From an optimization exercise on the open Yosys and OpenROAD flow, aimed at small area; shortcuts taken in it are not production practice.
The clock input has no modelled driver; a real chip could not lean on it and would need a root buffer or a full tree.
Power figures rest on the tool's default switching activity, not on a simulated workload.

==> flow/design.v (excerpt) <==
module i2s(
    input               rst_i,
    input               mck_i,
    input               lrck_i,
    input               bck_i,
    input               data_i,
    output              mck_o,
    output              lrck_o,
    output              data_o,
    output reg          sdo,
    output reg          sync
);
Size in the first run: about 87 cells after synthesis, about 10 I/O pins, roughly 1600 um^2 of cells after synthesis.
clock: 10.0 ns
lec_check: 0
cap_margin: 20
core_margin: 2
core_utilization: 40
slew_margin: 20
standard.sh (not shown) runs the stock make flow with config.mk's settings and CLKGATE_MAP_FILE= SYNTH_SCRIPT=/design/flow/synth_recipe.tcl, a recipe that flattens the netlist after the stock synthesis.
==> flow/flow/run.sh <==
#!/bin/bash
# Standard layout, with small port buffers and a lighter clock tree.
set -euo pipefail
export BUFFER_PORTS_ARGS="-buffer_cell sky130_fd_sc_hd__buf_1"
export CTS_ARGS="-repair_clock_nets -dont_use_dummy_load -buf_list sky130_fd_sc_hd__clkbuf_16 -root_buf sky130_fd_sc_hd__clkbuf_16 -wire_unit 200 -sink_clustering_enable -sink_clustering_size 60 -sink_clustering_max_diameter 500"
bash standard.sh > standard.log 2>&1
The first run finished clean.
Next try:
==> flow/flow/run.sh (replaced) <==
#!/bin/bash
# Standard layout, with small port buffers and a lighter clock tree.
set -euo pipefail
export BUFFER_PORTS_ARGS="-buffer_cell sky130_fd_sc_hd__buf_1"
export CTS_ARGS="-repair_clock_nets -dont_use_dummy_load -buf_list sky130_fd_sc_hd__clkbuf_8 -root_buf sky130_fd_sc_hd__clkbuf_8 -wire_unit 100 -sink_clustering_enable -sink_clustering_size 20"
bash standard.sh > standard.log 2>&1
After rerunning: Wire length decreases by 3.2%; setup slack loses 5.7 ps; area after synthesis does not change; power decreases by 13%; core utilization decreases by 1.4 points; clock power decreases by 34%; sequential share of layout area increases by 2.4 points.
No run of this note included a check of the RTL's function; only the layout flow was run.

========
## lane 1
The RTL this note starts from:
==> flow/design.v <==
module i2s(
    input               rst_i,
    input               mck_i,
    input               lrck_i,
    input               bck_i,
    input               data_i,
    output              mck_o,
    output              lrck_o,
    output              data_o,
    output reg          sdo,
    output reg          sync
);
assign  mck_o = mck_i;
assign  lrck_o = lrck_i;
assign  data_o = data_i;
reg     lr1;
reg     d0;
always @(negedge bck_i) begin
    lr1 <= rst_i & lrck_i;
    d0 <= data_i;
end
reg         lr2;
reg [6:0]   dl;
reg [31:0]  sh;
reg [1:0]   ph;      
reg [2:0]   k;       
reg [1:0]   m;       
wire start = lr1 ^ lr2;
wire load = !rst_i || start;
wire k7 = &k;
wire dbit = m[0] & (m[1] | sh[31]);
wire pu = m[1] & m[0];
wire cbit = k[2] & (pu ? (k[1] ^ k[0]) : (~k[1] & ~k[0]) | (k[1] & k[0] & ~lr1));
always @(posedge bck_i) begin
    lr2 <= lr1;
    dl <= {dl[5:0], d0};
    if (ph[1])
        sh <= {sh[30:0], dl[6] ^ (~ph[0] & ~|k)};
    if (load) begin
        k <= 3'd0;
        ph <= 2'b01;
    end
    else begin
        k <= {k[2] ^ (k[1] & k[0]), k[1] ^ k[0], ~k[0]};
        ph <= {ph[1] ^ (k7 & ph[0]), ph[0] ^ (k7 & (ph[1] | ph[0]))};
    end
    if (!rst_i)
        m <= 2'b11;
    else if (start)
        m <= {m[1] & m[0], ~m[1]};
    if (rst_i) begin
        sync <= ~(start | ph[1] | ph[0]);
        sdo <= ph[1] ? dbit : (ph[0] & cbit);
    end
end
endmodule
export LEC_CHECK = 0
export CAP_MARGIN = 20
export CORE_MARGIN = 2
export CORE_UTILIZATION = 40
export SLEW_MARGIN = 20
create_clock -name core_clock -period 10.0 [get_ports {bck_i}]
==> flow/flow/run.sh <==
#!/bin/bash
# The standard layout (standard.sh), with three changes:
#  - ports are buffered with buf_1 instead of the default clkdlybuf4s50_1;
#  - the clock tree is a flat one (flow/flat_cts.tcl): the clock port drives
#    3 sky130_fd_sc_hd__clkbuf_8 cells, each driving a cluster of nearby clock sinks;
#  - power recovery (downsizing off the critical paths) after global routing.
# make's output goes to standard.log, each step's log to orfs/logs/.
set -euo pipefail
export BUFFER_PORTS_ARGS="-buffer_cell sky130_fd_sc_hd__buf_1"
export PRE_CTS_TCL="$PWD/flow/flat_cts.tcl"
export FLAT_CTS_N=3
export FLAT_CTS_CELL=sky130_fd_sc_hd__clkbuf_8
export FLAT_CTS_NET=bck_i
export RECOVER_POWER=100
bash standard.sh > standard.log 2>&1
==> flow/flow/flat_cts.tcl <==
# Flat clock tree used in place of TritonCTS (sourced as PRE_CTS_TCL).
# The clock port drives FLAT_CTS_N buffers of type FLAT_CTS_CELL directly; the
# clock sinks are split into FLAT_CTS_N groups by k-means on their placed
# locations, and each buffer, placed at its group's centre, drives one group.
proc clock_tree_synthesis { args } {
  set block [ord::get_db_block]
  set db [ord::get_db]
  set n $::env(FLAT_CTS_N)
  set master [$db findMaster $::env(FLAT_CTS_CELL)]
  set clk [$block findNet $::env(FLAT_CTS_NET)]
  set sinks {}
  foreach it [$clk getITerms] {
    set inst [$it getInst]
    set bb [$inst getBBox]
    set x [expr {([$bb xMin] + [$bb xMax]) / 2.0}]
    set y [expr {([$bb yMin] + [$bb yMax]) / 2.0}]
    lappend sinks [list $it $x $y]
  }
  set m [llength $sinks]
  puts "flat_cts: $m sinks on [$clk getName], $n buffers of [$master getName]"
  # initial centres: sinks spread along x
  set sorted [lsort -real -index 1 $sinks]
  set cx {}; set cy {}
  for {set i 0} {$i < $n} {incr i} {
    set s [lindex $sorted [expr {int(($i + 0.5) * $m / $n)}]]
    lappend cx [lindex $s 1]; lappend cy [lindex $s 2]
  }
  set cap [expr {int(ceil(double($m) / $n))}]
  for {set iter 0} {$iter < 30} {incr iter} {
    # balanced assignment: sinks take their nearest centre with room left,
    # most constrained (largest gap between best and worst) first
    set order {}
    foreach s $sinks {
      set ds {}
      for {set i 0} {$i < $n} {incr i} {
        lappend ds [expr {abs([lindex $s 1] - [lindex $cx $i]) + abs([lindex $s 2] - [lindex $cy $i])}]
      }
      set mn [tcl::mathfunc::min {*}$ds]; set mx [tcl::mathfunc::max {*}$ds]
      lappend order [list [expr {$mx - $mn}] $s $ds]
    }
    set order [lsort -real -decreasing -index 0 $order]
    set cnt [lrepeat $n 0]
    set groups [lrepeat $n {}]
    foreach o $order {
      set s [lindex $o 1]; set ds [lindex $o 2]
      set best -1
      set idx {}
      for {set i 0} {$i < $n} {incr i} { lappend idx [list $i [lindex $ds $i]] }
      foreach p [lsort -real -index 1 $idx] {
        set i [lindex $p 0]
        if {[lindex $cnt $i] < $cap} { set best $i; break }
      }
      lset cnt $best [expr {[lindex $cnt $best] + 1}]
      lset groups $best [concat [lindex $groups $best] [list $s]]
    }
    set ncx {}; set ncy {}
    for {set i 0} {$i < $n} {incr i} {
      set sx 0.0; set sy 0.0; set g [lindex $groups $i]
      foreach s $g { set sx [expr {$sx + [lindex $s 1]}]; set sy [expr {$sy + [lindex $s 2]}] }
      lappend ncx [expr {$sx / [llength $g]}]; lappend ncy [expr {$sy / [llength $g]}]
    }
    set cx $ncx; set cy $ncy
  }
  for {set i 0} {$i < $n} {incr i} {
    set buf [odb::dbInst_create $block $master "flatcts_buf_$i"]
    set w [[$buf getMaster] getWidth]; set h [[$buf getMaster] getHeight]
    $buf setLocation [expr {int([lindex $cx $i] - $w / 2)}] [expr {int([lindex $cy $i] - $h / 2)}]
    $buf setPlacementStatus PLACED
    set net [odb::dbNet_create $block "flatcts_net_$i"]
    $net setSigType CLOCK
    foreach s [lindex $groups $i] {
      set it [lindex $s 0]
      $it disconnect
      $it connect $net
    }
    [$buf findITerm A] connect $clk
    [$buf findITerm X] connect $net
    puts "flat_cts: buffer $i at ([lindex $cx $i], [lindex $cy $i]) drives [llength [lindex $groups $i]] sinks"
  }
  set_propagated_clock [all_clocks]
}
--- input diff lane 1..lane 2 ---
-- flow/flow/run.sh --
<<< lane 1, line 12
export FLAT_CTS_CELL=sky130_fd_sc_hd__clkbuf_8
export FLAT_CTS_NET=bck_i
export RECOVER_POWER=100
bash standard.sh > standard.log 2>&1
>>> lane 2, line 12
export FLAT_CTS_CELL=sky130_fd_sc_hd__clkbuf_8
export FLAT_CTS_NET=bck_i
export RECOVER_POWER=0
bash standard.sh > standard.log 2>&1
- Lane 2 reached the end of the flow, and the finished layout is clean on the timing, DRC and antenna checks.
- Routed wire length: lane 2 vs lane 1, no meaningful difference
- Growth of design area from synthesis to finish was higher in the run labelled lane 2.
- Diff lane 1..lane 2 | clock edge transition at the registers on the reported setup and hold paths | negligible
- From lane 1 to lane 2 the numbers moved as follows: transition at the pin with the smallest max-transition slack decreased by 970 ps relative to the old numbers, power closely matched the old numbers.
--- input diff lane 2..lane 3 ---
==> flow/flow/run.sh <==
#!/bin/bash
# The standard layout (standard.sh), with three changes:
#  - ports are buffered with buf_1 instead of the default clkdlybuf4s50_1;
#  - the clock tree is a flat one (flow/flat_cts.tcl): the clock port drives
#    2 sky130_fd_sc_hd__clkbuf_16 cells, each driving a cluster of nearby clock sinks;
#  - power recovery (downsizing off the critical paths) after global routing.
# make's output goes to standard.log, each step's log to orfs/logs/.
set -euo pipefail
export BUFFER_PORTS_ARGS="-buffer_cell sky130_fd_sc_hd__buf_1"
export PRE_CTS_TCL="$PWD/flow/flat_cts.tcl"
export FLAT_CTS_N=2
export FLAT_CTS_CELL=sky130_fd_sc_hd__clkbuf_16
export FLAT_CTS_NET=bck_i
export RECOVER_POWER=100
bash standard.sh > standard.log 2>&1
==> summary.txt <==
Status: clock latency at the later pin of the worst-skew pair parity (lane 2, lane 3)
Power consumption in lane 3 is about 3.5% above lane 2.
[compare] base=lane 2 new=lane 3: part of the power in combinational logic fell by 0.2 points, routed wire length higher, setup skew after layout up 5.6 ps.
[inputs] lane 4 vs lane 3
==> flow/flow/run.sh <==
#!/bin/bash
# The standard layout (standard.sh), with three changes:
#  - ports are buffered with buf_1 instead of the default clkdlybuf4s50_1;
#  - the clock tree is a flat one (flow/flat_cts.tcl): the clock port drives
#    4 sky130_fd_sc_hd__clkbuf_4 cells, each driving a cluster of nearby clock sinks;
#  - power recovery (downsizing off the critical paths) after global routing.
# make's output goes to standard.log, each step's log to orfs/logs/.
set -euo pipefail
export BUFFER_PORTS_ARGS="-buffer_cell sky130_fd_sc_hd__buf_1"
export PRE_CTS_TCL="$PWD/flow/flat_cts.tcl"
export FLAT_CTS_N=4
export FLAT_CTS_CELL=sky130_fd_sc_hd__clkbuf_4
export FLAT_CTS_NET=bck_i
export RECOVER_POWER=100
bash standard.sh > standard.log 2>&1
--- outcome ---
Lane 3 → lane 4: internal portion of total power shrank by 0.017 mW, area growth from synthesis to final layout fell 1.2 points. Summary of lane 4 over lane 3: utilization of the core after routing has decreased, proportion of total power due to net switching has increased, layout filler cell count has increased, cell area has decreased, total global routing track utilization has increased.
No run of this note included a check of the RTL's function; only the layout flow was run. In every run of this note, the design's own scripts or RTL, not TritonCTS, make the clock network.
